This is an optimization exercise on Yosys and OpenROAD, whose aim is small area, a short achievable clock period and few clock cycles, not a production implementation. At most, simulation tests tie the RTL to the original design; equivalence was not proved. Only the layout flow was run in runs 5 to 7; the RTL was not checked for function there. No activity file was given, so power comes from the tool's default toggle rates.

==> flow/design.v <==
module divider(
	input wire [31:0] dividend,
	input wire [31:0] divisor,
	input clk,
	input rst,
	input start,
	output wire [31:0] quotient,
	output wire [31:0] remainder,
	output wire busy,
	output wire done
);
	reg [31:0] q;
	reg [31:0] temp_dividend;
	reg [31:0] d;
	reg [31:0] i;
	reg running;
	reg done_r;
	assign quotient = q;
	assign remainder = temp_dividend;
	assign busy = running;
	assign done = done_r;
	always @(posedge clk) begin
		if (rst) begin
			running <= 1'b0;
			done_r <= 1'b0;
		end
		else if (!running) begin
			if (start) begin
				i <= 31;
				q <= 0;
				temp_dividend <= dividend;
				d <= divisor;
				running <= 1'b1;
				done_r <= 1'b0;
			end
		end
		else begin
			if ({32'b0, temp_dividend} >= ({32'b0, d} << i)) begin
				temp_dividend <= temp_dividend - (d << i);
				q <= q + (1 << i);
			end
			i <= i - 1;
			if (i == 0) begin
				running <= 1'b0;
				done_r <= 1'b1;
			end
		end
	end
endmodule
==> flow/run.sh <==
#!/bin/bash
# synth_recipe.tcl (not shown) runs the flow's synth.tcl, then flattens the netlist and writes it again
# the make line also repeats each setting of config.mk as NAME=value (left out here)
make -C /OpenROAD-flow-scripts/flow DESIGN_CONFIG=/design/flow/config.mk WORK_HOME=/design/flow/orfs CLKGATE_MAP_FILE= SYNTH_SCRIPT=/design/flow/synth_recipe.tcl finish
==> flow/config.mk <==
export PLATFORM = sky130hd
export DESIGN_NAME = divider
export DESIGN_NICKNAME = divider
export VERILOG_FILES = /design/flow/design.v
export SDC_FILE = /design/flow/constraint.sdc
export NUM_CORES = 4
export LEC_CHECK = 0
export CAP_MARGIN = 20
export CORE_MARGIN = 2
export CORE_UTILIZATION = 40
export PLACE_DENSITY = 0.6
export SLEW_MARGIN = 20
==> flow/constraint.sdc <==
create_clock -name core_clock -period 8.0 [get_ports {clk}]
set_input_delay 1.6000 -clock core_clock [delete_from_list [all_inputs] [get_ports {clk}]]
set_output_delay 1.6000 -clock core_clock [all_outputs]
set_load 0.01 [all_outputs]
==> results of run 1 <==
## report_power, final
group / leakage, nW / internal [W] / switching [W] / total [W]
Combinational: 3.79 / 0.000219 / 0.000225 / 0.000444
Clock: 0.301 / 0.000451 / 0.000376 / 0.000827
Sequential: 1.23 / 0.000803 / 0.0000509 / 0.000854
Total: 5.32 / 0.00147 / 0.000652 / 0.00212
## flip-flops by register name, indices dropped and copies added (netlist names)
signal         cells
i                 32
running            1
d                 32
temp_dividend     32
q                 32
done_r             1
## metal layers
layer | vias to the layer above | share of wire | track usage
li1 | 5121 | - | -
met1 | 5016 | 0.46 | 0.292
met2 | 265 | 0.47 | 0.350
met3 | 45 | 0.046 | 0.0403
met4 | 0 | 0.018 | 0.0577
met5 | - | 0 | 0
## synth_stat cells (all sizes together), types with 4 or more instances
cell	n
nand4	13
o21a	11
a21oi	78
o21bai	8
nand3	34
nand2b	16
a211oi	18
o21ai	77
xor2	26
mux4	29
a22oi	6
mux2	53
a21o	30
nor4	13
a211o	4
or2	10
ha	95
and2	44
xnor2	32
edfxtp	128
o211ai	19
nor3	27
o31ai	7
clkbuf	35
or3	20
and3	11
inv	36
a2111oi	8
o22ai	8
nor2	98
a31oi	17
nand2	139
and3b	4
nor2b	16
a21boi	12
mux2i	26
or4	5
buf	23
## worst max-delay path, stage by stage, from the launching register on
cell and delay, ns:
edfxtp_1 0.43, or4_1 0.58, or4_4 0.47, or3_1 0.46
nor2_1 0.12, buf_4 0.31, nand2_1 0.17, nor3_1 0.39
nand2_1 0.10, ha_1 0.34, nor2b_1 0.16, o31ai_1 0.49
a211oi_1 0.22, o41ai_1 0.74, a211oi_1 0.17, a2111oi_1 0.70
o21bai_1 0.15, xor2_1 0.16, mux2_2 0.27
## final timing paths
| check | from | endpoint | slack (ns) |
|---|---|---|---|
| min | done_r | done_r | 0.51 |
| max | i[21] | temp_dividend[26] | 1.30 |
| max reg2reg | i[21] | temp_dividend[26] | 1.30 |
| min reg2reg | done_r | done_r | 0.51 |
## final cells by class
type	instances	area share
Sequential cell	130	0.271
Inverter	36	0.00941
Multi-Input combinational cell	1066	0.544
Tap cell	390	0.0340
Timing Repair Buffer	144	0.0992
Clock inverter	15	0.0127
Clock buffer	17	0.0296
## metrics by stage
step / area (um2) / setup WS (ns) / instances
after floorplan: 12100 / 0.616 / 1290
after global placement: 13700 / 1.54 / 1766
after detailed placement: 13700 / 1.38 / 1766
after CTS: 14400 / 1.36 / 1798
after global routing: 14400 / 0.840 / 1798
final: 14400 / 1.30 / 1798
## cells by family (layout without fill, tap and decap cells)
group / after synthesis / count (layout) / synth area share
adder cells (fa/ha/maj): 97 / 97 / 0.102
XOR/XNOR: 59 / 59 / 0.0440
flip-flops: 130 / 130 / 0.322
AO/OA/AOI/OAI: 335 / 335 / 0.180
AND/OR/NAND/NOR: 467 / 467 / 0.194
multiplexers: 108 / 108 / 0.126
buffers and inverters: 94 / 212 / 0.0318
==> metrics.md, run 1 <==
| Metric | Value |
|---|---|
| Status | `complete, no violations` |
| Final hold vios | `0` |
| Io pins | `133` |
| H-tree depth | `4` |
| Number of synthesized flops with an enable pin | `128` |
| Crit path required time | `8.20 ns` |
| Post-Syn Area per Cell | `9.35 um2` |
| Antenna Nets Post-Route | `0` |
| # diodes | `0` |
| Hold Buf Count CTS | `0` |
| All-layer global routing usage | `0.215` |
| Relative slew slack | `0.480` |
| Vias in the first global route | `10200` |
| Fillers | `2888` |
| Power per cell area | `148 mW/mm2` |
| Multi-input gate area | `0.00781 mm2` |
| Clock Path Buffers | `2` |
| Setup tns final | `0 ns` |
| Period utilization | `0.837` |
| Most frequent cells in the layout | `139 x nand2_1, 132 x clkdlybuf4s50_1, 128 x edfxtp_1` |
| Number of core rows | `63` |
| Root buffer cell | `clkbuf_16` |
| Mapped Area | `0.0121 mm2` |
| Min Clock Period, post-route | `6.70 ns` |
| R2R cell count | `18` |
| Unique masters post-synth | `85` |
| Slew Viols, Final | `0` |
| Leading cell type in the layout, fill and taps excluded | `nand2_1` |
| Synthesized flop and latch total | `130` |
| Max cap viols | `0` |
| Fin util | `0.484` |
| CTS tree | `done` |
| Total power | `0.00212 W` |
| Cts repair resizes | `0` |
| Core area | `0.0296 mm2` |
| # DRC | `0` |
| Final setup vio count | `0` |
| Die Ht | `178 um` |
| Grt ovf | `0` |
| VDD IR max | `104 uV` |
| Top-area cell type share of the netlist area | `0.319` |
| CP Data Arrival Time | `6.89 ns` |
| Iter 0 DRT Violations | `887` |
| Reg area | `0.00389 mm2` |
| IO Port Bufs | `132` |
| WL/cell | `18.7 um` |
| Main area contributors after synthesis | `edfxtp_1 32%, ha_1 9.9%, mux4_2 5.2%, mux2_2 4.5%, nand2_1 4.3%` |
| Clk_skew | `0.0140 ns` |
| DRT Pass-1 Iters | `5` |
| Hold Path Class | `flip-flop to flip-flop` |
| CTS clk-pin slew, worst paths | `0.07 ns` |
| Post-Synthesis Cells | `1290` |
| Register area share after synthesis | `0.322` |
| Die Wd | `178 um` |
| Area delta synth->final | `19.0%` |
| Syn. warnings | `1` |
| Initial Util | `0.407` |
| Placer congestion estimate | `0.891` |
| Via density | `5.81` |
| CP startpoint kind | `flip-flop` |
| Largest net degree at the start of global routing | `69` |
| Share of cells above drive strength 1 | `0.103` |
| Setup Crit Path Kind | `flip-flop to flip-flop` |
| Post-Syn Nets | `1454` |
| Routed wire length | `33600 um` |
| Nets | `1559` |
| # Post-CTS Setup Buffers | `0` |
| Hold WS | `0.506 ns` |
| Crit. End Element | `flip-flop` |
| Asr flop ratio synth | `0` |
| DIE AREA | `0.0316 mm2` |
| Worst slew pin tran | `0.779 ns` |
| Synth Flop Type | `edfxtp_1` |
| Hold path cells | `2` |
| Clock latency (worst-skew pair) | `0.45 ns` |
| Worst-path fanout max | `32` |
| Max frequency | `149 MHz` |
| Via count | `10400` |
| Global-route wire length before repair | `53300 um` |
| RSZ-0062 raised after global routing | `no` |
| HPWL Detailed | `25200 um` |
| Initial antenna violation count | `0` |
| Leak | `5.32 nW` |
| Leading area contributor after synthesis | `edfxtp_1` |
| # clock sinks | `130` |
| CTS Buf Count | `17` |
Testbench counts, summed over its fixed seeds: cycles 33,792.
==> run 2, diff against run 1 <==
==> flow/design.v (replaced) <==
module divider(
	input wire [31:0] dividend,
	input wire [31:0] divisor,
	input clk,
	input rst,
	input start,
	output wire [31:0] quotient,
	output wire [31:0] remainder,
	output wire busy,
	output wire done
);
	reg [31:0] q;
	reg [31:0] r;
	reg [31:0] d;
	reg [4:0] cnt;
	reg running;
	reg align;
	reg done_r;
	assign quotient = q;
	assign remainder = r;
	assign busy = running;
	assign done = done_r;
	function [5:0] lzc;
		input [31:0] x;
		integer k;
		begin
			lzc = 6'd32;
			for (k = 0; k < 32; k = k + 1)
				if (x[k]) lzc = 6'd31 - k;
		end
	endfunction
	wire [5:0] zr = lzc(r);
	wire [5:0] zd = lzc(d);
	wire d_zero = (d == 32'd0);
	wire r_less = (zr > zd);            
	wire [4:0] sh = zd[4:0] - zr[4:0];   
	wire [32:0] diff = {1'b0, r} - {1'b0, d};
	wire ge = ~diff[32];
	always @(posedge clk) begin
		if (rst) begin
			running <= 1'b0;
			done_r <= 1'b0;
			align <= 1'b0;
		end
		else if (!running) begin
			if (start) begin
				r <= dividend;
				d <= divisor;
				running <= 1'b1;
				align <= 1'b1;
				done_r <= 1'b0;
			end
		end
		else if (align) begin
			align <= 1'b0;
			q <= {32{d_zero}};
			d <= d << sh;
			cnt <= sh;
			if (d_zero || r_less) begin
				running <= 1'b0;
				done_r <= 1'b1;
			end
		end
		else begin
			if (ge) r <= diff[31:0];
			q <= {q[30:0], ge};
			d <= d >> 1;
			cnt <= cnt - 5'd1;
			if (cnt == 5'd0) begin
				running <= 1'b0;
				done_r <= 1'b1;
			end
		end
	end
endmodule
--- a/flow/config.mk
+++ b/flow/config.mk
@@ -6,7 +6,9 @@
 export NUM_CORES = 4
 export LEC_CHECK = 0
+export ABC_CLOCK_PERIOD_IN_PS = 3000
 export CAP_MARGIN = 20
 export CORE_MARGIN = 2
 export CORE_UTILIZATION = 40
 export PLACE_DENSITY = 0.6
+export SETUP_SLACK_MARGIN = 4.5
 export SLEW_MARGIN = 20
==> run 2 against run 1 <==
Still clean on timing, DRC and antenna; clock-buffer cell count fell by 7; synthesized area fell by 27%; first-iteration DRC count rose by 11%; sequential power fell by 16%; total power rose by 13%; synthesized cell count fell by 26%; highest routed layer unchanged.
==> metrics.md, run 2 <==
| Metric | Value |
|---|---|
| Hold Buf Count CTS | `0 (unchanged)` |
| Slew Viols, Final | `0 (unchanged)` |
| Post-Syn Area per Cell | `9.26 um2 (was 9.35 um2)` |
| Crit. End Element | `flip-flop (unchanged)` |
| Top-area cell type share of the netlist area | `0.345 (was 0.319)` |
| Die Wd | `152 um (was 178 um)` |
| Post-Syn Nets | `1062 (was 1454)` |
| Number of synthesized flops with an enable pin | `101 (was 128)` |
| Grt ovf | `0 (unchanged)` |
| Placer congestion estimate | `0.925 (was 0.891)` |
| Met3 usage | `0.0484 (was 0.0403)` |
| Nets | `1235 (was 1559)` |
| Via density | `6.08 (was 5.81)` |
| Io pins | `133 (unchanged)` |
| GR Util met2 | `0.391 (was 0.350)` |
| Initial Util | `0.405 (was 0.407)` |
| Relative slew slack | `0.304 (was 0.480)` |
| Pre-CTS WS | `3.04 ns (was 1.38 ns)` |
| Clock latency (worst-skew pair) | `0.37 ns (was 0.45 ns)` |
| Worst slew pin tran | `1.04 ns (was 0.779 ns)` |
| # DRC | `0 (unchanged)` |
| VDD IR max | `110 uV (was 104 uV)` |
| Number of core rows | `54 (was 63)` |
| Fin util | `0.540 (was 0.484)` |
| Post-Synthesis Cells | `949 (was 1290)` |
| Register area share after synthesis | `0.352 (was 0.322)` |
| Hold Path Class | `flip-flop to flip-flop (unchanged)` |
| CTS clk-pin slew, worst paths | `0.08 ns (was 0.07 ns)` |
| Routed wire length | `30100 um (was 33600 um)` |
| Mapped Area | `0.00879 mm2 (was 0.0121 mm2)` |
| Met1 usage in global routing | `0.331 (was 0.292)` |
| Power per cell area | `206 mW/mm2 (was 148 mW/mm2)` |
| Area delta synth->final | `33.1% (was 19.0%)` |
| Unique masters post-synth | `82 (was 85)` |
| Synth top cells by count | `101 x edfxtp_1, 95 x inv_1, 87 x nand2_1, 65 x o21ai_0, 62 x nor2_1 (was 139 x nand2_1, 128 x edfxtp_1, 97 x nor2_1, 95 x ha_1, 78 x a21oi_1)` |
| CP startpoint kind | `flip-flop (unchanged)` |
| Synthesized flop and latch total | `104 (was 130)` |
| All-layer global routing usage | `0.248 (was 0.215)` |
| CTS Buf Count | `9 (was 17)` |
| CTS tree | `done (unchanged)` |
| Max cap viols | `0 (unchanged)` |
| Share of cells above drive strength 1 | `0.196 (was 0.103)` |
| Worst path max stage delay | `0.63 ns (was 0.74 ns)` |
| Core area | `0.0217 mm2 (was 0.0296 mm2)` |
| Asr flop ratio synth | `0 (unchanged)` |
| Leading area contributor after synthesis | `edfxtp_1 (unchanged)` |
| Period utilization | `0.565 (was 0.837)` |
| IO Port Bufs | `132 (unchanged)` |
| Leading cell type in the layout, fill and taps excluded | `clkdlybuf4s50_1 (was nand2_1)` |
| Vias in the first global route | `8071 (was 10200)` |
| Setup tns final | `0 ns (unchanged)` |
| RSZ-0062 raised after global routing | `yes (was no)` |
| H-tree depth | `3 (was 4)` |
| Via count | `8560 (was 10400)` |
| DRT Pass-1 Iters | `6 (was 5)` |
| Final setup vio count | `0 (unchanged)` |
| Die Ht | `152 um (was 178 um)` |
| Global-route wire length before repair | `45600 um (was 53300 um)` |
| Crit-path slowest cell | `fa_2 (was o41ai_1)` |
| Clock Path Buffers | `2 (unchanged)` |
| Initial antenna violation count | `0 (unchanged)` |
| Biggest regs | `d: 32 flops, q: 32 flops, r: 32 flops` |
| Largest net degree at the start of global routing | `85 (was 69)` |
| Min Clock Period, post-route | `4.52 ns (was 6.70 ns)` |
| Iter 0 DRT Violations | `989 (was 887)` |
| Syn. warnings | `1 (unchanged)` |
| WL/cell | `21.4 um (was 18.7 um)` |
| # diodes | `0 (unchanged)` |
| Main area contributors after synthesis | `edfxtp_1 34%, ha_1 6.3%, inv_1 4.1%, mux4_2 3.8%, nand2_1 3.7% (was edfxtp_1 32%, ha_1 9.9%, mux4_2 5.2%, mux2_2 4.5%, nand2_1 4.3%)` |
| # clock sinks | `104 (was 130)` |
| HPWL Detailed | `20300 um (was 25200 um)` |
| Max frequency | `221 MHz (was 149 MHz)` |
| Critical Path, Cell by Cell | `inv_2 -> o311ai_2 -> a311oi_2 -> o31ai_1 -> a211oi_1 -> o311ai_1 -> a311o_1 -> a21o_1 -> fa_2 -> buf_12 -> mux4_2 -> mux2i_2 -> inv_1 -> mux2_4 -> nand2_1 -> a31oi_1 -> mux2_2 (was or4_1 -> or4_4 -> or3_1 -> nor2_1 -> buf_4 -> nand2_1 -> nor3_1 -> nand2_1 -> ha_1 -> nor2b_1 -> o31ai_1 -> a211oi_1 -> o41ai_1 -> a211oi_1 -> a2111oi_1 -> o21bai_1 -> xor2_1 -> mux2_2)` |
| Antenna Nets Post-Route | `0 (unchanged)` |
| Setup Crit Path Kind | `flip-flop to flip-flop (unchanged)` |
| CP Data Arrival Time | `4.64 ns (was 6.89 ns)` |
| Most frequent cells in the layout | `132 x clkdlybuf4s50_1, 101 x edfxtp_1, 92 x inv_1 (was 139 x nand2_1, 132 x clkdlybuf4s50_1, 128 x edfxtp_1)` |
| Root buffer cell | `clkbuf_16 (unchanged)` |
| Worst-path fanout max | `6 (was 32)` |
| Leak | `4.52 nW (was 5.32 nW)` |
| Most common cell in the netlist | `edfxtp_1 (was nand2_1)` |
| Status | `complete, no violations (unchanged)` |
| DIE AREA | `0.0232 mm2 (was 0.0316 mm2)` |
| Setup slack after layout | `3.48 ns (was 1.30 ns)` |
| Clk_skew | `0.0145 ns (was 0.0140 ns)` |
| Synth Flop Type | `edfxtp_1 (unchanged)` |
| GRT busiest layer | `met2 (unchanged)` |
| Final hold vios | `0 (unchanged)` |
| Crit path required time | `8.12 ns (was 8.20 ns)` |
## run 2: cell count changes in the layout (fill, tap and decap cells not counted), sizes merged, moves of 17 or more
| cell | delta |
|---|---|
| nor2 | -35 |
| inv | +51 |
| mux2 | -29 |
| o21ai | +17 |
| a21o | -17 |
| and2 | -41 |
| ha | -51 |
| buf | +64 |
| nand2 | -52 |
| edfxtp | -27 |
## run 2: through the flow
step | hold slack, ns | std cells | total power [W] | area (um2)
floorplan | 0.575 | 949 | 0.00135 | 8860
finish | 0.615 | 1407 | 0.00241 | 11700
global placement | 0.581 | 1323 | 0.00160 | 10400
detailed placement | 0.588 | 1324 | 0.00161 | 10400
CTS | 0.610 | 1391 | 0.00229 | 11400
global route | 0.645 | 1407 | 0.00251 | 11700
## run 2: power breakdown
group	internal [W]	switching, W
clock	0.000277	0.000228
sequential	0.000654	0.0000647
combinational	0.000567	0.000615
total	0.00150	0.000908
## run 2: critical path, delay by kind of cell, from the launching register on
kind	cells	cell delay, ns
flops	1	0.44
buf+inv	3	0.35
fa+ha+maj	1	0.63
compound gates	8	1.50
simple gates	1	0.07
mux	4	1.28
## run 2: final timing paths
| kind | from | end | slack [ns] | cells after the start |
|---|---|---|---|---|
| hold reg to reg | q[29] | q[30] | 0.61 | 2 |
| hold / removal | q[29] | q[30] | 0.61 | 2 |
| setup reg to reg | d[5] | d[28] | 3.48 | 17 |
| setup / recovery | d[5] | d[28] | 3.48 | 17 |
## run 2: kinds of logic (layout without fill, tap and decap cells)
family / count (synthesis) / after routing / synth area share
AO/OA/AOI/OAI: 294 / 294 / 0.217
XOR/XNOR: 28 / 28 / 0.0326
adder cells (fa/ha/maj): 46 / 46 / 0.0672
buffers and inverters: 146 / 324 / 0.0687
flip-flops: 104 / 104 / 0.352
multiplexers: 76 / 76 / 0.127
AND/OR/NAND/NOR: 255 / 255 / 0.136
## run 2: final cells by class
| type | instances | area [um2] |
|---|---|---|
| clock buffers | 10 | 229 |
| clock inverters | 6 | 90.1 |
| fillers | 1923 | 9990 |
| inverters | 98 | 373 |
| multi-input cells | 699 | 5490 |
| flip-flops and latches | 104 | 3100 |
| well taps | 280 | 350 |
| repair buffers | 210 | 2080 |
## run 2: what timing repair did
action / 4_1_cts / 5_1_grt
hold endpoints to repair: 0 / 0
resized for setup: 80 / 36
endpoints found under the setup margin: 72 / 72
cloned: 2 / 3
pin swaps: 41 / 18
setup buffers: 49 / 13
## run 2: per-layer routing
metal	wire [um]	part of all wire
met4	1300	0.043
met2	13600	0.45
met3	2630	0.088
met1	12500	0.42
met5	0	0
Testbench counts of run 2, summed over its fixed seeds: cycles 12,180.
==> run 3, diff against run 2 <==
--- a/flow/config.mk
+++ b/flow/config.mk
@@ -6,9 +6,7 @@
 export NUM_CORES = 4
 export LEC_CHECK = 0
-export ABC_CLOCK_PERIOD_IN_PS = 3000
 export CAP_MARGIN = 20
 export CORE_MARGIN = 2
 export CORE_UTILIZATION = 40
 export PLACE_DENSITY = 0.6
-export SETUP_SLACK_MARGIN = 4.5
 export SLEW_MARGIN = 20
==> run 3 against run 2 <==
First-iteration DRC count is 26% lower; final area shrank 8.8%; non-clock buffer count decreased by 68; synthesized area stayed put; fmax down 11%; clock power is 3% lower; highest routed layer unchanged.
==> metrics.md, run 3 <==
| Metric | Value |
|---|---|
| IO Port Bufs | `132 (unchanged)` |
| Setup tns final | `0 ns (unchanged)` |
| Multi-input gate area | `0.00512 mm2 (was 0.00549 mm2)` |
| Via density | `5.86 (was 6.08)` |
| Grt ovf | `0 (unchanged)` |
| Synth Flop Type | `edfxtp_1 (unchanged)` |
| # DRC | `0 (unchanged)` |
| Setup slack after layout | `2.91 ns (was 3.48 ns)` |
| Final setup vio count | `0 (unchanged)` |
| H-tree depth | `3 (unchanged)` |
| Placer congestion estimate | `0.991 (was 0.925)` |
| Crit. End Element | `flip-flop (unchanged)` |
| Initial antenna violation count | `0 (unchanged)` |
| Leading cell type in the layout, fill and taps excluded | `clkdlybuf4s50_1 (unchanged)` |
| Mapped Area | `0.00879 mm2 (unchanged)` |
| Asr flop ratio synth | `0 (unchanged)` |
| Io pins | `133 (unchanged)` |
| Cts repair resizes | `0 (was 80)` |
| Clock latency (worst-skew pair) | `0.37 ns (about the same)` |
| Period utilization | `0.637 (was 0.565)` |
| Vias in the first global route | `7560 (was 8071)` |
| Most common cell in the netlist | `edfxtp_1 (unchanged)` |
| Register area share after synthesis | `0.352 (unchanged)` |
| Slew Viols, Final | `0 (unchanged)` |
| Root buffer cell | `clkbuf_16 (unchanged)` |
| Die Wd | `152 um (unchanged)` |
| Inst Count DP | `1322 (was 1324)` |
| CP Data Arrival Time | `5.20 ns (was 4.64 ns)` |
| Syn. warnings | `1 (unchanged)` |
| Max cap viols | `0 (unchanged)` |
| Biggest regs | `d: 32 flops, q: 32 flops, r: 32 flops (unchanged)` |
| Min Clock Period, post-route | `5.09 ns (was 4.52 ns)` |
| Power per cell area | `196 mW/mm2 (was 206 mW/mm2)` |
| Routed wire length | `26700 um (was 30100 um)` |
| Nets | `1167 (was 1235)` |
| Synthesized flop and latch total | `104 (unchanged)` |
| Max frequency | `196 MHz (was 221 MHz)` |
| Status | `complete, no violations (unchanged)` |
| Area delta synth->final | `21.4% (was 33.1%)` |
| Core area | `0.0217 mm2 (unchanged)` |
| VDD IR max | `128 uV (was 110 uV)` |
| Main area contributors after synthesis | `edfxtp_1 34%, ha_1 6.3%, inv_1 4.1%, mux4_2 3.8%, nand2_1 3.7% (unchanged)` |
| Clock Path Buffers | `2 (unchanged)` |
| RSZ-0062 raised after global routing | `no (was yes)` |
| Post-Syn Nets | `1062 (unchanged)` |
| WL/cell | `20.0 um (was 21.4 um)` |
| HPWL Detailed | `20100 um (was 20300 um)` |
| Leak | `4.14 nW (was 4.52 nW)` |
| Number of core rows | `54 (unchanged)` |
| Most frequent cells in the layout | `132 x clkdlybuf4s50_1, 101 x edfxtp_1, 95 x inv_1 (was 132 x clkdlybuf4s50_1, 101 x edfxtp_1, 92 x inv_1)` |
| DRT Pass-1 Iters | `7 (was 6)` |
| CTS clk-pin slew, worst paths | `0.08 ns (about the same)` |
| Antenna Nets Post-Route | `0 (unchanged)` |
| CTS Buf Count | `9 (unchanged)` |
| Number of synthesized flops with an enable pin | `101 (unchanged)` |
| Hold Buf Count CTS | `0 (unchanged)` |
| Share of cells above drive strength 1 | `0.0812 (was 0.196)` |
| Hold Path Class | `flip-flop to flip-flop (unchanged)` |
| Post-Synthesis Cells | `949 (unchanged)` |
| Reg area | `0.00310 mm2 (unchanged)` |
| Clk_skew | `0.0101 ns (was 0.0145 ns)` |
| Crit path required time | `8.11 ns (was 8.12 ns)` |
| Initial Util | `0.405 (unchanged)` |
| # Post-CTS Setup Buffers | `0 (was 49)` |
| Relative slew slack | `0.313 (was 0.304)` |
| Post-Syn Area per Cell | `9.26 um2 (unchanged)` |
| CTS tree | `done (unchanged)` |
| Via count | `7853 (was 8560)` |
| # diodes | `0 (unchanged)` |
| Iter 0 DRT Violations | `729 (was 989)` |
| All-layer global routing usage | `0.225 (was 0.248)` |
| Worst slew pin tran | `1.03 ns (was 1.04 ns)` |
| Global-route wire length before repair | `42000 um (was 45600 um)` |
| Fillers | `2067 (was 1923)` |
| # clock sinks | `104 (unchanged)` |
| Final hold vios | `0 (unchanged)` |
| Total power | `0.00209 W (was 0.00241 W)` |
| Setup Crit Path Kind | `flip-flop to flip-flop (unchanged)` |
| Worst-path fanout max | `38 (was 6)` |
| DIE AREA | `0.0232 mm2 (unchanged)` |
| Leading area contributor after synthesis | `edfxtp_1 (unchanged)` |
| Top-area cell type share of the netlist area | `0.345 (unchanged)` |
| Fin cells | `1339 (was 1407)` |
| Synth top cells by count | `101 x edfxtp_1, 95 x inv_1, 87 x nand2_1, 65 x o21ai_0, 62 x nor2_1 (unchanged)` |
| Unique masters post-synth | `82 (unchanged)` |
| Largest net degree at the start of global routing | `85 (unchanged)` |
| Die Ht | `152 um (unchanged)` |
| CP startpoint kind | `flip-flop (unchanged)` |
| Pre-CTS WS | `2.96 ns (was 3.04 ns)` |
[run 3: cell types whose count changed in the layout (fill, tap and decap cells not counted), sizes merged]
cell	delta
clkinv	+1
clkbuf	-3
buf	-66
inv	+2
clkinvlp	-1
bufinv	-1
[run 3: layout make-up]
type,count,area share
well taps,280,0.0328
multi-input cells,699,0.480
clock buffers,9,0.0211
repair buffers,142,0.133
clock inverters,7,0.00891
inverters,98,0.0345
flip-flops and latches,104,0.290
[run 3: layer usage]
metal | wire (um) | GRT usage | up-vias
li1 | - | - | 3775
met1 | 12000 | 0.315 | 3679
met2 | 12300 | 0.358 | 356
met3 | 1870 | 0.0358 | 43
met4 | 583 | 0.0739 | 0
met5 | 0 | 0 | -
[run 3: path summary, 6_finish.rpt]
| kind | from | end | slack [ns] | cells past startpoint |
|---|---|---|---|---|
| setup reg to reg | d[0] | d[30] | 2.91 | 15 |
| setup / recovery | d[0] | d[30] | 2.91 | 15 |
| hold / removal | q[27] | q[28] | 0.61 | 2 |
| hold reg to reg | q[27] | q[28] | 0.61 | 2 |
[run 3: per-stage QoR]
stage	instance area (um2)	util	hold slack (ns)
floorplan	8790	-	0.575
global placement	10300	0.476	0.587
detailed placement	10300	0.476	0.588
CTS	10600	0.491	0.613
global route	10700	0.492	0.633
finish	10700	0.492	0.606
[run 3: cells by family (layout without fill, tap and decap cells)]
logic type | after synthesis | in the layout | synth area share
XOR/XNOR | 28 | 28 | 0.0326
flip-flops | 104 | 104 | 0.352
adder cells (fa/ha/maj) | 46 | 46 | 0.0672
multiplexers | 76 | 76 | 0.127
AND/OR/NAND/NOR | 255 | 255 | 0.136
AO/OA/AOI/OAI | 294 | 294 | 0.217
buffers and inverters | 146 | 256 | 0.0687
[run 3: critical path: stages (launching register included)]
cell      delay [ns]
edfxtp_1        0.52
nor2_1          0.20
o311ai_1        0.10
a311oi_1        0.34
o31ai_1         0.11
a211oi_1        0.28
o311ai_1        0.12
a311o_1         0.41
a21o_1          0.21
fa_1            0.50
buf_4           0.41
mux4_1          0.67
mux4_2          0.46
mux2_4          0.27
mux2i_1         0.14
a21oi_1         0.08
[run 3: power breakdown]
group | total, W | switching (W) | internal, W
combinational | 0.000885 | 0.000495 | 0.000390
clock | 0.000491 | 0.000238 | 0.000253
sequential | 0.000718 | 0.0000638 | 0.000654
==> run 4, diff against run 3 <==
--- a/flow/design.v
+++ b/flow/design.v
@@ -12,6 +12,6 @@
 	reg [31:0] q;
 	reg [31:0] r;
-	reg [31:0] d;
-	reg [4:0] cnt;
+	reg [32:0] d;
+	reg [3:0] cnt;
 	reg running;
 	reg align;
@@ -31,10 +31,15 @@
 	endfunction
 	wire [5:0] zr = lzc(r);
-	wire [5:0] zd = lzc(d);
-	wire d_zero = (d == 32'd0);
-	wire r_less = (zr > zd);            
-	wire [4:0] sh = zd[4:0] - zr[4:0];   
-	wire [32:0] diff = {1'b0, r} - {1'b0, d};
-	wire ge = ~diff[32];
+	wire [5:0] zd = lzc(d[31:0]);
+	wire d_zero = (d[31:0] == 32'd0);
+	wire r_less = (zr > zd);             
+	wire [4:0] sh = zd[4:0] - zr[4:0];    
+	wire [32:0] d1 = d >> 1;
+	wire [33:0] diff1 = {2'b0, r} - {1'b0, d};
+	wire ge1 = ~diff1[33];
+	wire [31:0] r1 = ge1 ? diff1[31:0] : r;
+	wire [32:0] diff2 = {1'b0, r1} - {1'b0, d1[31:0]};
+	wire ge2 = ~diff2[32];
+	wire [31:0] r2 = ge2 ? diff2[31:0] : r1;
 	always @(posedge clk) begin
 		if (rst) begin
@@ -46,5 +51,5 @@
 			if (start) begin
 				r <= dividend;
-				d <= divisor;
+				d <= {1'b0, divisor};
 				running <= 1'b1;
 				align <= 1'b1;
@@ -55,6 +60,6 @@
 			align <= 1'b0;
 			q <= {32{d_zero}};
-			d <= d << sh;
-			cnt <= sh;
+			d <= {d[31:0], 1'b0} << {sh[4:1], 1'b0};
+			cnt <= sh[4:1];
 			if (d_zero || r_less) begin
 				running <= 1'b0;
@@ -63,9 +68,9 @@
 		end
 		else begin
-			if (ge) r <= diff[31:0];
-			q <= {q[30:0], ge};
-			d <= d >> 1;
-			cnt <= cnt - 5'd1;
-			if (cnt == 5'd0) begin
+			r <= r2;
+			q <= {q[29:0], ge1, ge2};
+			d <= d >> 2;
+			cnt <= cnt - 4'd1;
+			if (cnt == 4'd0) begin
 				running <= 1'b0;
 				done_r <= 1'b1;
==> run 4 against run 3 <==
Wire length grew 27%; clock power decreased by 5.5%; sequential cell count did not move; highest routed layer unchanged.
==> metrics.md, run 4 <==
| Metric | Value |
|---|---|
| Status | `complete, no violations (unchanged)` |
| Most frequent cells in the layout | `150 x nand2_1, 132 x clkdlybuf4s50_1, 123 x nor2_1 (was 132 x clkdlybuf4s50_1, 101 x edfxtp_1, 95 x inv_1)` |
| H-tree depth | `3 (unchanged)` |
| Routed wire length | `33800 um (was 26700 um)` |
| R2R cell count | `25 (was 15)` |
| Sw Pwr | `0.00123 W (was 0.000797 W)` |
| # Post-CTS Setup Buffers | `0 (unchanged)` |
| RSZ-0062 raised after global routing | `no (unchanged)` |
| Crit path required time | `8.13 ns (was 8.11 ns)` |
| Share of cells above drive strength 1 | `0.0491 (was 0.0812)` |
| Setup Crit Path Kind | `flip-flop to flip-flop (unchanged)` |
| Clock Path Buffers | `2 (unchanged)` |
| Max cap viols | `0 (unchanged)` |
| Hold Startpoint | `running (was q[27])` |
| Leading cell type in the layout, fill and taps excluded | `nand2_1 (was clkdlybuf4s50_1)` |
| CP Launch Point | `d[8] (was d[0])` |
| All-layer global routing usage | `0.253 (was 0.225)` |
| Largest net degree at the start of global routing | `75 (was 85)` |
| Leak | `4.96 nW (was 4.14 nW)` |
| Final hold vios | `0 (unchanged)` |
| Register area share after synthesis | `0.300 (was 0.352)` |
| Relative slew slack | `0.288 (was 0.313)` |
| Main area contributors after synthesis | `edfxtp_1 29%, ha_1 9.1%, a21oi_1 5.6%, nand2_1 5.5%, o21ai_0 5.1% (was edfxtp_1 34%, ha_1 6.3%, inv_1 4.1%, mux4_2 3.8%, nand2_1 3.7%)` |
| Asr flop ratio synth | `0 (unchanged)` |
| Worst reg2reg startpoint | `d[8] (was d[0])` |
| IO Port Bufs | `132 (unchanged)` |
| Max FFs per register | `33` |
| Synthesized flop and latch total | `104 (unchanged)` |
| Xor/xnor share of the synthesized area | `0.0492 (was 0.0326)` |
| Antenna Nets Post-Route | `0 (unchanged)` |
| Die Ht | `165 um (was 152 um)` |
| Initial antenna violation count | `0 (unchanged)` |
| Post-Syn Nets | `1423 (was 1062)` |
| Grt ovf | `0 (unchanged)` |
| Worst path max stage delay | `0.50 ns (was 0.67 ns)` |
| Nets | `1526 (was 1167)` |
| Root buffer cell | `clkbuf_16 (unchanged)` |
| Synth top cells by count | `150 x nand2_1, 124 x nor2_1, 115 x a21oi_1, 105 x o21ai_0, 102 x inv_1 (was 101 x edfxtp_1, 95 x inv_1, 87 x nand2_1, 65 x o21ai_0, 62 x nor2_1)` |
| Die Wd | `165 um (was 152 um)` |
| Comb power frac | `0.563 (was 0.423)` |
| Setup tns final | `0 ns (unchanged)` |
| Number of core rows | `58 (was 54)` |
| Period utilization | `0.825 (was 0.637)` |
| HPWL Detailed | `26100 um (was 20100 um)` |
| Mapped Area | `0.0103 mm2 (was 0.00879 mm2)` |
| Via count | `10200 (was 7853)` |
| Slew Viols, Final | `0 (unchanged)` |
| CP Data Arrival Time | `6.73 ns (was 5.20 ns)` |
| CTS tree | `done (unchanged)` |
| Clock share of power | `0.170 (was 0.235)` |
| Placer congestion estimate | `0.981 (was 0.991)` |
| Area delta synth->final | `18.7% (was 21.4%)` |
| Clk_skew | `0.0147 ns (was 0.0101 ns)` |
| Biggest regs | `d: 33 flops, q: 32 flops, r: 32 flops (was d: 32 flops, q: 32 flops, r: 32 flops)` |
| WL/cell | `19.7 um (was 20.0 um)` |
| Pint | `0.00150 W (was 0.00130 W)` |
| Pre-CTS WS | `1.51 ns (was 2.96 ns)` |
| Sequential share of power | `0.267 (was 0.343)` |
| Initial Util | `0.408 (was 0.405)` |
| Most common cell in the netlist | `nand2_1 (was edfxtp_1)` |
| Final setup vio count | `0 (unchanged)` |
| Max frequency | `152 MHz (was 196 MHz)` |
| CTS clk-pin slew, worst paths | `0.08 ns (about the same)` |
| Worst slew pin tran | `1.06 ns (was 1.03 ns)` |
| VDD IR max | `106 uV (was 128 uV)` |
| Largest Register | `d` |
| CTS Buf Count | `9 (unchanged)` |
| Synth Area in Compound Gates | `0.281 (was 0.217)` |
| Crit. End Element | `flip-flop (unchanged)` |
| Min Clock Period, post-route | `6.60 ns (was 5.09 ns)` |
| Simple-gate portion of the synthesized area | `0.175 (was 0.136)` |
| Iter 0 DRT Violations | `1060 (was 729)` |
| # diodes | `0 (unchanged)` |
| Io pins | `133 (unchanged)` |
| Via density | `5.93 (was 5.86)` |
| Post-Synthesis Cells | `1278 (was 949)` |
| Hold WS | `0.455 ns (was 0.606 ns)` |
| Hold path cells | `1 (was 2)` |
| Leading area contributor after synthesis | `edfxtp_1 (unchanged)` |
| Synthesized-area fraction occupied by adder cells | `0.0968 (was 0.0672)` |
| # DRC | `0 (unchanged)` |
| DIE AREA | `0.0271 mm2 (was 0.0232 mm2)` |
| Power per cell area | `223 mW/mm2 (was 196 mW/mm2)` |
| Worst-path fanout max | `39 (was 38)` |
| Crit-path slowest cell | `edfxtp_1 (was mux4_1)` |
| Syn. warnings | `1 (unchanged)` |
| Largest family of logic cells by synthesized area | `compound AO/OA/AOI/OAI gates (unchanged)` |
| Vias in the first global route | `9737 (was 7560)` |
| Hold Path Class | `flip-flop to flip-flop (unchanged)` |
| Post-Syn Area per Cell | `8.07 um2 (was 9.26 um2)` |
| DRT Pass-1 Iters | `8 (was 7)` |
| Hold Buf Count CTS | `0 (unchanged)` |
| Synth Flop Type | `edfxtp_1 (unchanged)` |
| Mux cell area share after synthesis | `0.0359 (was 0.127)` |
| Net Sw Frac | `0.450 (was 0.381)` |
| Top-area cell type share of the netlist area | `0.294 (was 0.345)` |
| Cts repair resizes | `0 (unchanged)` |
| Unique masters post-synth | `76 (was 82)` |
| Core area | `0.0253 mm2 (was 0.0217 mm2)` |
| CP startpoint kind | `flip-flop (unchanged)` |
| Fillers | `2538 (was 2067)` |
| # clock sinks | `104 (unchanged)` |
| Setup slack after layout | `1.40 ns (was 2.91 ns)` |
| Global-route wire length before repair | `53300 um (was 42000 um)` |
| Number of synthesized flops with an enable pin | `101 (unchanged)` |
| Clock latency (worst-skew pair) | `0.37 ns (about the same)` |
## run 4: changes by cell type after synthesis, sizes merged, moves of 13 or more
| cell | before | now |
|---|---|---|
| nand2 | 87 | 150 |
| nor2 | 63 | 124 |
| a21oi | 63 | 116 |
| o21ai | 94 | 126 |
| ha | 44 | 75 |
| mux2 | 24 | 6 |
| xnor2 | 17 | 35 |
| mux4 | 23 | 6 |
| a31oi | 7 | 23 |
| a21o | 13 | 26 |
| mux2i | 29 | 16 |
## run 4: layer usage
layer,up-vias,track usage,wire length [um]
li1,4900,-,-
met1,4853,0.363,15800
met2,371,0.400,14900
met3,54,0.0291,2260
met4,0,0.0771,870
met5,-,0,0
## run 4: path summary, 6_finish.rpt
path	endpoint	slack, ns
setup reg to reg	r[0]	1.40
hold / removal	align	0.45
setup / recovery	r[0]	1.40
hold reg to reg	align	0.45
## run 4: area by class of cell
| type | count | area [um2] | share of cell area |
|---|---|---|---|
| Clock inverter | 6 | 57.6 | 0.00470 |
| Clock buffer | 10 | 229 | 0.0187 |
| Tap cell | 330 | 413 | 0.0337 |
| Multi-Input combinational cell | 1014 | 6610 | 0.540 |
| Timing Repair Buffer | 150 | 1460 | 0.119 |
| Sequential cell | 104 | 3100 | 0.253 |
| Inverter | 102 | 383 | 0.0313 |
## run 4: cell families (layout without fill, tap and decap cells)
logic type / count (synthesis) / in the layout
compound gates: 445 / 445
xor+xnor: 58 / 58
fa+ha+maj: 78 / 78
buf+inv: 160 / 268
flops: 104 / 104
mux: 28 / 28
simple gates: 405 / 405
## run 4: per-stage QoR
stage | utilization | total power, W | instances | cell area (um2)
global placement | 0.473 | 0.00226 | 1700 | 12000
finish | 0.485 | 0.00273 | 1716 | 12200
detailed placement | 0.473 | 0.00225 | 1700 | 12000
CTS | 0.485 | 0.00272 | 1716 | 12200
floorplan | - | 0.00183 | 1278 | 10300
global route | 0.485 | 0.00292 | 1716 | 12200
## run 4: power groups by stage
stage	logic [W]	clock network, W	registers, W
final	0.00154	0.000464	0.000728
after global routing	0.00170	0.000488	0.000736
after CTS	0.00152	0.000470	0.000727
after detailed placement	0.00151	0	0.000739
after global placement	0.00152	0	0.000739
after floorplan	0.00110	0	0.000728
## run 4: worst max-delay path, delay by kind of cell, from the launching register on
kind	cells	cell delay (ns)
and+or+nand+nor	1	0.10
adders and majority gates	3	1.02
buffers and inverters	4	1.01
muxes	2	0.40
AOI/OAI and AO/OA	15	3.30
DFF	1	0.50
Testbench counts of run 4, summed over its fixed seeds: cycles 7,313.
==> run 5, diff against run 4 <==
--- a/flow/design.v
+++ b/flow/design.v
@@ -15,5 +15,4 @@
 	reg [3:0] cnt;
 	reg running;
-	reg align;
 	reg done_r;
 	assign quotient = q;
@@ -30,9 +29,14 @@
 		end
 	endfunction
-	wire [5:0] zr = lzc(r);
-	wire [5:0] zd = lzc(d[31:0]);
-	wire d_zero = (d[31:0] == 32'd0);
-	wire r_less = (zr > zd);             
-	wire [4:0] sh = zd[4:0] - zr[4:0];    
+	wire [5:0] za = lzc(dividend);
+	wire [5:0] zb = lzc(divisor);
+	wire b_zero = (divisor == 32'd0);
+	wire a_less = (za > zb);              
+	wire [4:0] sh = zb[4:0] - za[4:0];    
+	wire [32:0] s0 = {divisor, 1'b0};
+	wire [32:0] s1 = sh[1] ? {s0[30:0], 2'b0} : s0;
+	wire [32:0] s2 = sh[2] ? {s1[28:0], 4'b0} : s1;
+	wire [32:0] s3 = sh[3] ? {s2[24:0], 8'b0} : s2;
+	wire [32:0] s4 = sh[4] ? {s3[16:0], 16'b0} : s3;
 	wire [32:0] d1 = d >> 1;
 	wire [33:0] diff1 = {2'b0, r} - {1'b0, d};
@@ -46,23 +50,13 @@
 			running <= 1'b0;
 			done_r <= 1'b0;
-			align <= 1'b0;
 		end
 		else if (!running) begin
 			if (start) begin
 				r <= dividend;
-				d <= {1'b0, divisor};
-				running <= 1'b1;
-				align <= 1'b1;
-				done_r <= 1'b0;
-			end
-		end
-		else if (align) begin
-			align <= 1'b0;
-			q <= {32{d_zero}};
-			d <= {d[31:0], 1'b0} << {sh[4:1], 1'b0};
-			cnt <= sh[4:1];
-			if (d_zero || r_less) begin
-				running <= 1'b0;
-				done_r <= 1'b1;
+				d <= s4;
+				cnt <= sh[4:1];
+				q <= {32{b_zero}};
+				running <= ~(b_zero | a_less);
+				done_r <= b_zero | a_less;
 			end
 		end
==> run 5 against run 4 <==
Total power grew 7.2%; cell count shrank 3.7%; register-to-register slack gained 0.29 ns; clock power grew 4.3%; die area shrank 0.43%; synthesized area shrank 0.44%; synthesized cell count shrank 5.6%; wire length shrank 1.7%; critical endpoint is now r[29].
==> metrics.md, run 5 <==
| Metric | Value |
|---|---|
| Status | `complete, no violations (unchanged)` |
| Synth Flop Type | `edfxtp_1 (unchanged)` |
| Syn. warnings | `1 (unchanged)` |
| Root buffer cell | `clkbuf_16 (unchanged)` |
| Period utilization | `0.789 (was 0.825)` |
| Power per cell area | `239 mW/mm2 (was 223 mW/mm2)` |
| Min Clock Period, post-route | `6.31 ns (was 6.60 ns)` |
| Post-placement cell area | `0.0120 mm2 (about the same)` |
| Hold path cells | `2 (was 1)` |
| # diodes | `0 (unchanged)` |
| Hold Path Class | `flip-flop to flip-flop (unchanged)` |
| Io pins | `133 (unchanged)` |
| HPWL Detailed | `26000 um (was 26100 um)` |
| Placer congestion estimate | `0.984 (was 0.981)` |
| Relative slew slack | `0.315 (was 0.288)` |
| H-tree depth | `3 (unchanged)` |
| Post-Synthesis Cells | `1206 (was 1278)` |
| Synthesized flop and latch total | `103 (was 104)` |
| Fin cells | `1653 (was 1716)` |
| Largest net degree at the start of global routing | `66 (was 75)` |
| Area delta synth->final | `19.5% (was 18.7%)` |
| CTS tree | `done (unchanged)` |
| CP Data Arrival Time | `6.43 ns (was 6.73 ns)` |
| Post-Syn Area per Cell | `8.52 um2 (was 8.07 um2)` |
| DRT Pass-1 Iters | `5 (was 8)` |
| Clock share of power | `0.165 (was 0.170)` |
| Clock latency (worst-skew pair) | `0.37 ns (about the same)` |
| Register area share after synthesis | `0.299 (was 0.300)` |
| Design area | `0.0123 mm2 (was 0.0122 mm2)` |
| Initial Util | `0.408 (about the same)` |
| Top-area cell type share of the netlist area | `0.295 (was 0.294)` |
| Nets | `1463 (was 1526)` |
| Setup tns final | `0 ns (unchanged)` |
| Pre-CTS WS | `1.38 ns (was 1.51 ns)` |
| Crit path required time | `8.12 ns (was 8.13 ns)` |
| Number of synthesized flops with an enable pin | `101 (unchanged)` |
| VDD IR max | `112 uV (was 106 uV)` |
| IO Port Bufs | `132 (unchanged)` |
| Cts repair resizes | `0 (unchanged)` |
| Grt ovf | `0 (unchanged)` |
| Die Wd | `164 um (was 165 um)` |
| Final hold vios | `0 (unchanged)` |
| Crit. End Element | `flip-flop (unchanged)` |
| Clk_skew | `0.0231 ns (was 0.0147 ns)` |
| Leak | `5.14 nW (was 4.96 nW)` |
| Hold Buf Count CTS | `0 (unchanged)` |
| # DRC | `0 (unchanged)` |
| Die Ht | `164 um (was 165 um)` |
| # clock sinks | `103 (was 104)` |
| Largest Register | `d (unchanged)` |
| Main area contributors after synthesis | `edfxtp_1 30%, ha_1 9.1%, a21oi_1 5.2%, a21o_1 4.2%, mux2i_1 4.1% (was edfxtp_1 29%, ha_1 9.1%, a21oi_1 5.6%, nand2_1 5.5%, o21ai_0 5.1%)` |
| Max cap viols | `0 (unchanged)` |
| RSZ-0062 raised after global routing | `no (unchanged)` |
| DIE AREA | `0.0270 mm2 (was 0.0271 mm2)` |
| Share of cells above drive strength 1 | `0.0597 (was 0.0491)` |
| Via count | `9893 (was 10200)` |
| Slew Viols, Final | `0 (unchanged)` |
| Clock Path Buffers | `2 (unchanged)` |
| Asr flop ratio synth | `0 (unchanged)` |
| Fillers | `2480 (was 2538)` |
| Setup slack after layout | `1.69 ns (was 1.40 ns)` |
| Comb power frac | `0.586 (was 0.563)` |
| Max FFs per register | `33 (unchanged)` |
| Max frequency | `159 MHz (was 152 MHz)` |
| Sw Pwr | `0.00128 W (was 0.00123 W)` |
| Worst-path fanout max | `22 (was 39)` |
| CP startpoint kind | `flip-flop (unchanged)` |
| Worst slew pin tran | `1.02 ns (was 1.06 ns)` |
| Net Sw Frac | `0.439 (was 0.450)` |
| Via density | `5.98 (was 5.93)` |
| # Post-CTS Setup Buffers | `0 (unchanged)` |
| Sequential share of power | `0.248 (was 0.267)` |
| Routed wire length | `33300 um (was 33800 um)` |
| Synth top cells by count | `110 x nand2_1, 107 x a21oi_1, 101 x edfxtp_1, 89 x nor2_1 (was 150 x nand2_1, 124 x nor2_1, 115 x a21oi_1, 105 x o21ai_0, 102 x inv_1)` |
| Vias in the first global route | `9192 (was 9737)` |
| Most common cell in the netlist | `nand2_1 (unchanged)` |
| Leading cell type in the layout, fill and taps excluded | `clkdlybuf4s50_1 (was nand2_1)` |
| WL/cell | `20.1 um (was 19.7 um)` |
| Most frequent cells in the layout | `132 x clkdlybuf4s50_1, 110 x nand2_1, 107 x a21oi_1 (was 150 x nand2_1, 132 x clkdlybuf4s50_1, 123 x nor2_1)` |
| Pint | `0.00164 W (was 0.00150 W)` |
| R2R cell count | `21 (was 25)` |
| Total power | `0.00293 W (was 0.00273 W)` |
| Setup Crit Path Kind | `flip-flop to flip-flop (unchanged)` |
| Antenna Nets Post-Route | `0 (unchanged)` |
| Post-Syn Nets | `1351 (was 1423)` |
| All-layer global routing usage | `0.247 (was 0.253)` |
| Leading area contributor after synthesis | `edfxtp_1 (unchanged)` |
| Biggest regs | `d: 33 flops, q: 32 flops, r: 32 flops (unchanged)` |
| CTS clk-pin slew, worst paths | `0.09 ns (was 0.08 ns)` |
| Number of core rows | `58 (unchanged)` |
| Final setup vio count | `0 (unchanged)` |
| Initial antenna violation count | `0 (unchanged)` |
| Mapped Area | `0.0103 mm2 (about the same)` |
| Global-route wire length before repair | `51500 um (was 53300 um)` |
| Inst Count DP | `1637 (was 1700)` |
| CTS Buf Count | `9 (unchanged)` |
| Unique masters post-synth | `78 (was 76)` |
| Core area | `0.0252 mm2 (was 0.0253 mm2)` |
| Iter 0 DRT Violations | `1012 (was 1060)` |
==> run 5: final timing paths <==
path | slack, ns | to | start
worst min-delay path | 0.55 | done_r | done_r
worst max register to register | 1.69 | r[29] | r[1]
worst max-delay path | 1.69 | r[29] | r[1]
worst min register to register | 0.55 | done_r | done_r
==> run 5: logic make-up (layout without fill, tap and decap cells) <==
logic type      after synthesis  after routing  synth area share
compound gates              414            414             0.276
simple gates                375            375             0.173
buf+inv                     126            243            0.0491
flops                       103            103             0.299
fa+ha+maj                    78             78            0.0972
mux                          58             58            0.0603
xor+xnor                     52             52            0.0443
==> run 5: routing by layer <==
layer  up-vias  GRT usage  routed length [um]  part of all wire
met1      4711      0.360               15600              0.47
li1       4789          -                   -                 -
met2       348      0.387               14900              0.45
met3        45     0.0245                1890             0.057
met5         -          0                   0                 0
met4         0     0.0706                 833             0.025
==> run 5: power groups by stage <==
| stage | Sequential (W) | Combinational [W] | Clock, W |
|---|---|---|---|
| 3_5_place_dp | 0.000740 | 0.00168 | 0 |
| 5_1_grt | 0.000735 | 0.00189 | 0.000506 |
| 4_1_cts | 0.000728 | 0.00169 | 0.000490 |
| 3_3_place_gp | 0.000738 | 0.00167 | 0 |
| 6_report | 0.000727 | 0.00172 | 0.000484 |
| 2_1_floorplan | 0.000744 | 0.00122 | 0 |
==> run 5: layout make-up <==
class | count | area, um2 | share of cell area
flip-flops and latches | 103 | 3080 | 0.251
repair buffers | 151 | 1460 | 0.119
clock buffers | 9 | 225 | 0.0184
clock inverters | 7 | 86.3 | 0.00704
well taps | 330 | 413 | 0.0337
inverters | 76 | 285 | 0.0233
multi-input cells | 977 | 6720 | 0.548
==> run 5: critical path, cell delays in order (launching register included) <==
cell	delay, ns
edfxtp_1	0.45
ha_1	0.30
nor2b_1	0.24
o2111ai_1	0.23
a211o_1	0.44
a2111oi_2	0.47
a211o_1	0.21
o211ai_2	0.15
nand2_2	0.14
buf_4	0.32
mux2_2	0.40
inv_1	0.06
ha_1	0.25
or3_1	0.36
a21oi_1	0.30
nor3_1	0.08
a2111oi_0	0.51
buf_4	0.23
o31ai_1	0.14
a211oi_1	0.33
o41ai_1	0.14
a221o_1	0.29
==> run 5: through the flow <==
stage	utilization	hold WS, ns
CTS	0.487	0.553
detailed placement	0.475	0.534
floorplan	-	0.524
finish	0.487	0.551
global placement	0.475	0.528
global route	0.487	0.574
==> run 6, diff against run 5 <==
--- a/flow/config.mk
+++ b/flow/config.mk
@@ -6,7 +6,9 @@
 export NUM_CORES = 4
 export LEC_CHECK = 0
+export ABC_CLOCK_PERIOD_IN_PS = 3000
 export CAP_MARGIN = 20
 export CORE_MARGIN = 2
 export CORE_UTILIZATION = 40
 export PLACE_DENSITY = 0.6
+export SETUP_SLACK_MARGIN = 4.5
 export SLEW_MARGIN = 20
==> run 6 against run 5 <==
Die area did not move; combinational power rose by 44%; setup slack improved by 0.86 ns; sequential cell count did not move; wire length rose by 19%; worst hold slack improved by 0.0053 ns; global-route usage rose by 2.8 points; via count rose by 10%; total power rose by 26%; synthesized cell count did not move; critical path type unchanged.
==> metrics.md, run 6 <==
| Metric | Value |
|---|---|
| Period utilization | `0.681 (was 0.789)` |
| Leading cell type in the layout, fill and taps excluded | `buf_4 (was clkdlybuf4s50_1)` |
| VDD IR max | `125 uV (was 112 uV)` |
| Hold Startpoint | `done_r (unchanged)` |
| Final setup vio count | `0 (unchanged)` |
| Synthesized-area fraction occupied by adder cells | `0.0972 (unchanged)` |
| Grt ovf | `0 (unchanged)` |
| Number of synthesized flops with an enable pin | `101 (unchanged)` |
| Setup tns final | `0 ns (unchanged)` |
| Simple-gate portion of the synthesized area | `0.173 (unchanged)` |
| DIE AREA | `0.0270 mm2 (unchanged)` |
| Met3 usage | `0.0298 (was 0.0245)` |
| Asr flop ratio synth | `0 (unchanged)` |
| Root buffer cell | `clkbuf_16 (unchanged)` |
| HPWL Detailed | `26100 um (was 26000 um)` |
| Initial Util | `0.408 (unchanged)` |
| CTS clk-pin slew, worst paths | `0.09 ns (about the same)` |
| Most frequent cells in the layout | `109 x buf_4, 101 x edfxtp_1, 100 x nand2_1 (was 132 x clkdlybuf4s50_1, 110 x nand2_1, 107 x a21oi_1)` |
| Placer congestion estimate | `0.953 (was 0.984)` |
| GRT busiest layer | `met2 (unchanged)` |
| WL/cell | `22.1 um (was 20.1 um)` |
| Slew Viols, Final | `0 (unchanged)` |
| Vias in the first global route | `10200 (was 9192)` |
| Unique masters post-synth | `78 (unchanged)` |
| Max frequency | `184 MHz (was 159 MHz)` |
| Met1 usage in global routing | `0.379 (was 0.360)` |
| Register area share after synthesis | `0.299 (unchanged)` |
| Fin cells | `1793 (was 1653)` |
| Hold Path Class | `flip-flop to flip-flop (unchanged)` |
| Mapped Area | `0.0103 mm2 (unchanged)` |
| IO Port Bufs | `132 (unchanged)` |
| Setup Crit Path Kind | `flip-flop to flip-flop (unchanged)` |
| H-tree depth | `3 (unchanged)` |
| Net Sw Frac | `0.453 (was 0.439)` |
| Sequential share of power | `0.201 (was 0.248)` |
| Clock latency (worst-skew pair) | `0.37 ns (about the same)` |
| Crit-path slowest cell | `edfxtp_1 (was a2111oi_0)` |
| Largest family of logic cells by synthesized area | `compound AO/OA/AOI/OAI gates (unchanged)` |
| Post-Syn Area per Cell | `8.52 um2 (unchanged)` |
| Pint | `0.00201 W (was 0.00164 W)` |
| Synthesized flop and latch total | `103 (unchanged)` |
| Worst slew pin tran | `0.911 ns (was 1.02 ns)` |
| Number of core rows | `58 (unchanged)` |
| GR Util met2 | `0.451 (was 0.387)` |
| Iter 0 DRT Violations | `1073 (was 1012)` |
| Global-route wire length before repair | `57400 um (was 51500 um)` |
| Synth top cells by count | `110 x nand2_1, 107 x a21oi_1, 101 x edfxtp_1, 89 x nor2_1 (unchanged)` |
| Initial antenna violation count | `0 (unchanged)` |
| Main area contributors after synthesis | `edfxtp_1 30%, ha_1 9.1%, a21oi_1 5.2%, a21o_1 4.2%, mux2i_1 4.1% (unchanged)` |
| Critical R2R Capture | `r[19] (was r[29])` |
| Leak | `6.31 nW (was 5.14 nW)` |
| Nets | `1603 (was 1463)` |
| Status | `complete, no violations (unchanged)` |
| Fin util | `0.615 (was 0.487)` |
| # diodes | `0 (unchanged)` |
| Worst path max stage delay | `0.47 ns (was 0.51 ns)` |
| CTS Buf Count | `9 (unchanged)` |
| Max cap viols | `0 (unchanged)` |
| Max FFs per register | `33 (unchanged)` |
| Hold path cells | `2 (unchanged)` |
| Io pins | `133 (unchanged)` |
| Syn. warnings | `1 (unchanged)` |
| All-layer global routing usage | `0.274 (was 0.247)` |
| Relative slew slack | `0.392 (was 0.315)` |
| RSZ-0062 raised after global routing | `yes (was no)` |
| Clk_skew | `0.0212 ns (was 0.0231 ns)` |
| Mux cell area share after synthesis | `0.0603 (unchanged)` |
| Worst-path fanout max | `6 (was 22)` |
| Post-Syn Nets | `1351 (unchanged)` |
| Critical Path, Cell by Cell | `ha_4 -> nor2b_4 -> o2111ai_4 -> a211o_4 -> a2111oi_4 -> a211o_1 -> o211a_4 -> buf_6 -> o21ai_2 -> o21ai_4 -> ha_4 -> inv_2 -> fa_2 -> a211o_1 -> a21o_1 -> a21oi_4 -> a211oi_4 -> a211o_4 -> a31oi_4 -> buf_12 -> nor2_4 -> a221o_1 (was ha_1 -> nor2b_1 -> o2111ai_1 -> a211o_1 -> a2111oi_2 -> a211o_1 -> o211ai_2 -> nand2_2 -> buf_4 -> mux2_2 -> inv_1 -> ha_1 -> or3_1 -> a21oi_1 -> nor3_1 -> a2111oi_0 -> buf_4 -> o31ai_1 -> a211oi_1 -> o41ai_1 -> a221o_1)` |
| Crit. End Element | `flip-flop (unchanged)` |
| CTS tree | `done (unchanged)` |
| Clock Path Buffers | `2 (unchanged)` |
| CP startpoint kind | `flip-flop (unchanged)` |
| Final hold vios | `0 (unchanged)` |
| Via count | `10900 (was 9893)` |
| Largest net degree at the start of global routing | `64 (was 66)` |
| Die Ht | `164 um (unchanged)` |
| Top-area cell type share of the netlist area | `0.295 (unchanged)` |
| Share of cells above drive strength 1 | `0.334 (was 0.0597)` |
| Min Clock Period, post-route | `5.45 ns (was 6.31 ns)` |
| Core area | `0.0252 mm2 (unchanged)` |
| CP Data Arrival Time | `5.56 ns (was 6.43 ns)` |
| Routed wire length | `39700 um (was 33300 um)` |
| Inst Count DP | `1631 (was 1637)` |
| Reg2reg setup slack | `2.55 ns (was 1.69 ns)` |
| Antenna Nets Post-Route | `0 (unchanged)` |
| Setup slack after layout | `2.55 ns (was 1.69 ns)` |
| Most common cell in the netlist | `nand2_1 (unchanged)` |
| Comb power frac | `0.671 (was 0.586)` |
| Fillers | `2028 (was 2480)` |
| Xor/xnor share of the synthesized area | `0.0443 (unchanged)` |
| Pre-CTS WS | `1.23 ns (was 1.38 ns)` |
| R2R cell count | `22 (was 21)` |
| Biggest regs | `d: 33 flops, q: 32 flops, r: 32 flops (unchanged)` |
| Total power | `0.00368 W (was 0.00293 W)` |
| # clock sinks | `103 (unchanged)` |
| Die Wd | `164 um (unchanged)` |
| Largest Register | `d (unchanged)` |
| Synth Flop Type | `edfxtp_1 (unchanged)` |
| Worst reg2reg startpoint | `r[1] (unchanged)` |
| Crit path required time | `8.12 ns (about the same)` |
| Min-Delay Endpoint | `done_r (unchanged)` |
| # DRC | `0 (unchanged)` |
| Clock share of power | `0.128 (was 0.165)` |
| Area delta synth->final | `50.7% (was 19.5%)` |
| Power per cell area | `238 mW/mm2 (was 239 mW/mm2)` |
| Synth Area in Compound Gates | `0.276 (unchanged)` |
| DRT Pass-1 Iters | `5 (unchanged)` |
| Leading area contributor after synthesis | `edfxtp_1 (unchanged)` |
| Sw Pwr | `0.00166 W (was 0.00128 W)` |
| Post-Synthesis Cells | `1206 (unchanged)` |
| Via density | `6.09 (was 5.98)` |
run 6: cell counts after synthesis:
No cell type changed its count.
run 6: cell type report:
cell class | count | area (um2) | area share
multi-input cells | 980 | 8530 | 0.551
flip-flops and latches | 103 | 3080 | 0.199
repair buffers | 287 | 2840 | 0.184
well taps | 330 | 413 | 0.0267
inverters | 76 | 293 | 0.0189
clock buffers | 9 | 225 | 0.0146
clock inverters | 7 | 81.3 | 0.00525
repair inverters | 1 | 16.3 | 0.00105
run 6: worst max-delay path: cells and delay by family (launching register included):
kind	cells	cell delay (ns)
AO/OA/AOI/OAI	14	3.37
AND/OR/NAND/NOR	2	0.22
buffers and inverters	3	0.34
flip-flops	1	0.47
adder cells (fa/ha/maj)	3	0.80
run 6: worst max-delay path by stage:
stage	endpoint	slack, ns	from
finish	r[19]	2.55	r[1]
global route	r[29]	2.32	r[0]
CTS	r[30]	2.51	d[1]
detailed placement	r[20]	1.23	d[19]
global placement	r[20]	1.25	d[19]
floorplan	r[30]	2.66	r[20]
run 6: cells by family (layout without fill, tap and decap cells):
family          Yosys count  in the layout
mux                      58             58
xor+xnor                 52             52
fa+ha+maj                78             78
buf+inv                 126            380
flops                   103            103
compound gates          414            415
simple gates            375            377
run 6: timing repair:
| action | CTS | global route |
|---|---|---|
| endpoints found under the setup margin | 165 | 96 |
| pin swaps | 86 | 81 |
| cloned | 9 | 3 |
| hold buffers | 0 | 0 |
| resized for setup | 272 | 188 |
| setup buffers | 87 | 47 |
run 6: per-stage QoR:
step	hold WS [ns]	cell area [um2]
floorplan	0.524	10700
global placement	0.530	12200
detailed placement	0.533	12200
CTS	0.555	14300
global route	0.586	15500
finish	0.556	15500
run 6: routing by layer:
metal,vias to the layer above,share of wire
met5,-,0
met4,0,0.036
met3,95,0.057
met2,501,0.47
met1,5240,0.44
li1,5092,-
run 6: power groups by stage:
stage	registers [W]	logic, W	clock network (W)
CTS	0.000735	0.00214	0.000478
global placement	0.000743	0.00174	0
global route	0.000744	0.00262	0.000497
detailed placement	0.000745	0.00174	0
finish	0.000738	0.00247	0.000472
floorplan	0.000741	0.00131	0
==> run 7, diff against run 6 <==
==> flow/flow/run.sh (new file) <==
#!/bin/bash
set -euo pipefail
export BUFFER_PORTS_ARGS="-buffer_cell sky130_fd_sc_hd__buf_1"
bash standard.sh > standard_flow.log 2>&1
==> flow/standard.sh (new file) <==
#!/bin/bash
# synth_recipe.tcl (not shown) runs the flow's synth.tcl, then flattens the netlist and writes it again
# the make line also repeats each setting of config.mk as NAME=value (left out here)
make -C /OpenROAD-flow-scripts/flow DESIGN_CONFIG=/design/flow/config.mk WORK_HOME=/design/flow/orfs CLKGATE_MAP_FILE= SYNTH_SCRIPT=/design/flow/synth_recipe.tcl "${@:-finish}"
--- a/flow/config.mk
+++ b/flow/config.mk
@@ -6,9 +6,7 @@
 export NUM_CORES = 4
 export LEC_CHECK = 0
-export ABC_CLOCK_PERIOD_IN_PS = 3000
 export CAP_MARGIN = 20
 export CORE_MARGIN = 2
 export CORE_UTILIZATION = 40
 export PLACE_DENSITY = 0.6
-export SETUP_SLACK_MARGIN = 4.5
 export SLEW_MARGIN = 20
removed: flow/run.sh
==> run 7 against run 6 <==
Sequential power down 0.9%; first-iteration DRC count down 5.9%; highest routed layer unchanged; clock power down 1%; fmax down 20%; still clean on timing, DRC and antenna; clock-buffer cell count unchanged; die area unchanged; wire length down 18%; combinational power down 33%; sequential cell count unchanged; via count down 9.7%; synthesized area unchanged; utilization down 16 points.
==> metrics.md, run 7 <==
| Metric | Value |
|---|---|
| Status | `complete, no violations (unchanged)` |
| Critical R2R Capture | `r[27] (was r[19])` |
| Setup Crit Path Kind | `flip-flop to flip-flop (unchanged)` |
| Max frequency | `147 MHz (was 184 MHz)` |
| Comb power frac | `0.580 (was 0.671)` |
| Met3 usage | `0.0298 (unchanged)` |
| GR Util met2 | `0.362 (was 0.451)` |
| Leading cell type in the layout, fill and taps excluded | `buf_1 (was buf_4)` |
| Initial antenna violation count | `0 (unchanged)` |
| All-layer global routing usage | `0.242 (was 0.274)` |
| Number of core rows | `58 (unchanged)` |
| Root buffer cell | `clkbuf_16 (unchanged)` |
| DIE AREA | `0.0270 mm2 (unchanged)` |
| CTS tree | `done (unchanged)` |
| Worst reg2reg startpoint | `d[8] (was r[1])` |
| # diodes | `0 (unchanged)` |
| CTS Buf Count | `9 (unchanged)` |
| Final hold vios | `0 (unchanged)` |
| HPWL Detailed | `25800 um (was 26100 um)` |
| Most common cell in the netlist | `nand2_1 (unchanged)` |
| Crit path required time | `8.19 ns (was 8.12 ns)` |
| Post-Syn Area per Cell | `8.52 um2 (unchanged)` |
| H-tree depth | `3 (unchanged)` |
| Hold Path Class | `flip-flop to flip-flop (unchanged)` |
| Via density | `5.99 (was 6.09)` |
| Crit. End Element | `flip-flop (unchanged)` |
| Biggest regs | `d: 33 flops, q: 32 flops, r: 32 flops (unchanged)` |
| Antenna Nets Post-Route | `0 (unchanged)` |
| Net Sw Frac | `0.456 (was 0.453)` |
| Io pins | `133 (unchanged)` |
| Max FFs per register | `33 (unchanged)` |
| Via count | `9870 (was 10900)` |
| Max cap viols | `0 (unchanged)` |
| VDD IR max | `125 uV (about the same)` |
| Pint | `0.00155 W (was 0.00201 W)` |
| Iter 0 DRT Violations | `1010 (was 1073)` |
| WL/cell | `19.9 um (was 22.1 um)` |
| Number of synthesized flops with an enable pin | `101 (unchanged)` |
| Worst-path fanout max | `24 (was 6)` |
| Routed wire length | `32700 um (was 39700 um)` |
| Main area contributors after synthesis | `edfxtp_1 30%, ha_1 9.1%, a21oi_1 5.2%, a21o_1 4.2%, mux2i_1 4.1% (unchanged)` |
| Worst path max stage delay | `0.62 ns (was 0.47 ns)` |
| Post-Syn Nets | `1351 (unchanged)` |
| Slew Viols, Final | `0 (unchanged)` |
| IO Port Bufs | `132 (unchanged)` |
| Mapped Area | `0.0103 mm2 (unchanged)` |
| Area delta synth->final | `11.2% (was 50.7%)` |
| Synth top cells by count | `110 x nand2_1, 107 x a21oi_1, 101 x edfxtp_1, 89 x nor2_1 (unchanged)` |
| Synth Flop Type | `edfxtp_1 (unchanged)` |
==> run 7: cell types whose count changed in the layout (fill, tap and decap cells not counted), sizes merged <==
cell,before,now
inv,80,79
clkdlybuf4s50,87,0
nand2,112,111
dlygate4sd2,11,0
buf,165,147
dlymetal6s2s,16,0
nor2,92,91
clkbuf,14,9
clkdlybuf4s15,3,0
a31oi,10,9
==> run 7: power by group through the flow <==
stage,sequential [W],combinational [W],clock (W)
after floorplan,0.000744,0.00122,0
after global routing,0.000740,0.00182,0.000493
after global placement,0.000742,0.00161,0
after detailed placement,0.000744,0.00161,0
after CTS,0.000732,0.00162,0.000472
final,0.000731,0.00165,0.000467
==> run 7: worst max path at each step <==
stage	start	endpoint	slack, ns	depth (start not counted)
CTS	d[8]	r[27]	1.27	22
detailed placement	d[8]	r[27]	1.29	22
finish	d[8]	r[27]	1.18	22
global route	d[8]	r[27]	0.87	22
global placement	d[8]	r[27]	1.29	22
floorplan	start	cnt[0]	1.59	2
==> run 7: area by class of cell <==
cell class	instances	area (um2)	share of cell area
sequential	103	3080	0.269
timing repair buffer	147	621	0.0543
clock buffer	9	225	0.0197
multi-input combinational	977	6720	0.588
tap	330	413	0.0361
clock inverter	7	86.3	0.00756
inverter	76	285	0.0250
==> run 7: worst max-delay path, delay by kind of cell (launching register included) <==
family / cells / cell delay (ns)
compound gates: 14 / 3.94
fa+ha+maj: 3 / 1.04
buf+inv: 3 / 0.47
flops: 1 / 0.43
simple gates: 2 / 0.76
==> run 7: kinds of logic after synthesis <==
family                   share of synthesized area
AO/OA/AOI/OAI                                0.276
XOR/XNOR                                    0.0443
adder cells (fa/ha/maj)                     0.0972
flip-flops                                   0.299
buffers and inverters                       0.0491
multiplexers                                0.0603
AND/OR/NAND/NOR                              0.173
==> run 7: metal layers <==
layer / part of all wire / routed length (um)
met2: 0.43 / 14200
met5: 0 / 0
met4: 0.025 / 834
met3: 0.053 / 1740
met1: 0.49 / 16000
==> run 7: through the flow <==
stage	instance area [um2]	instances	setup WS (ns)	util
after global placement	11100	1632	1.29	0.441
final	11400	1649	1.18	0.454
after detailed placement	11100	1632	1.29	0.441
after CTS	11400	1648	1.27	0.453
after floorplan	10300	1206	1.59	-
after global routing	11400	1649	0.866	0.454

Re-timed with assumed drivers on the ports (clkbuf_16 on the clock, buf_2 on other inputs), run 7 has 1.182 ns of setup slack against 1.182 ns with ideal ports, and 1.182 ns once port delays also move by the mid clock arrival of 0.404 ns.
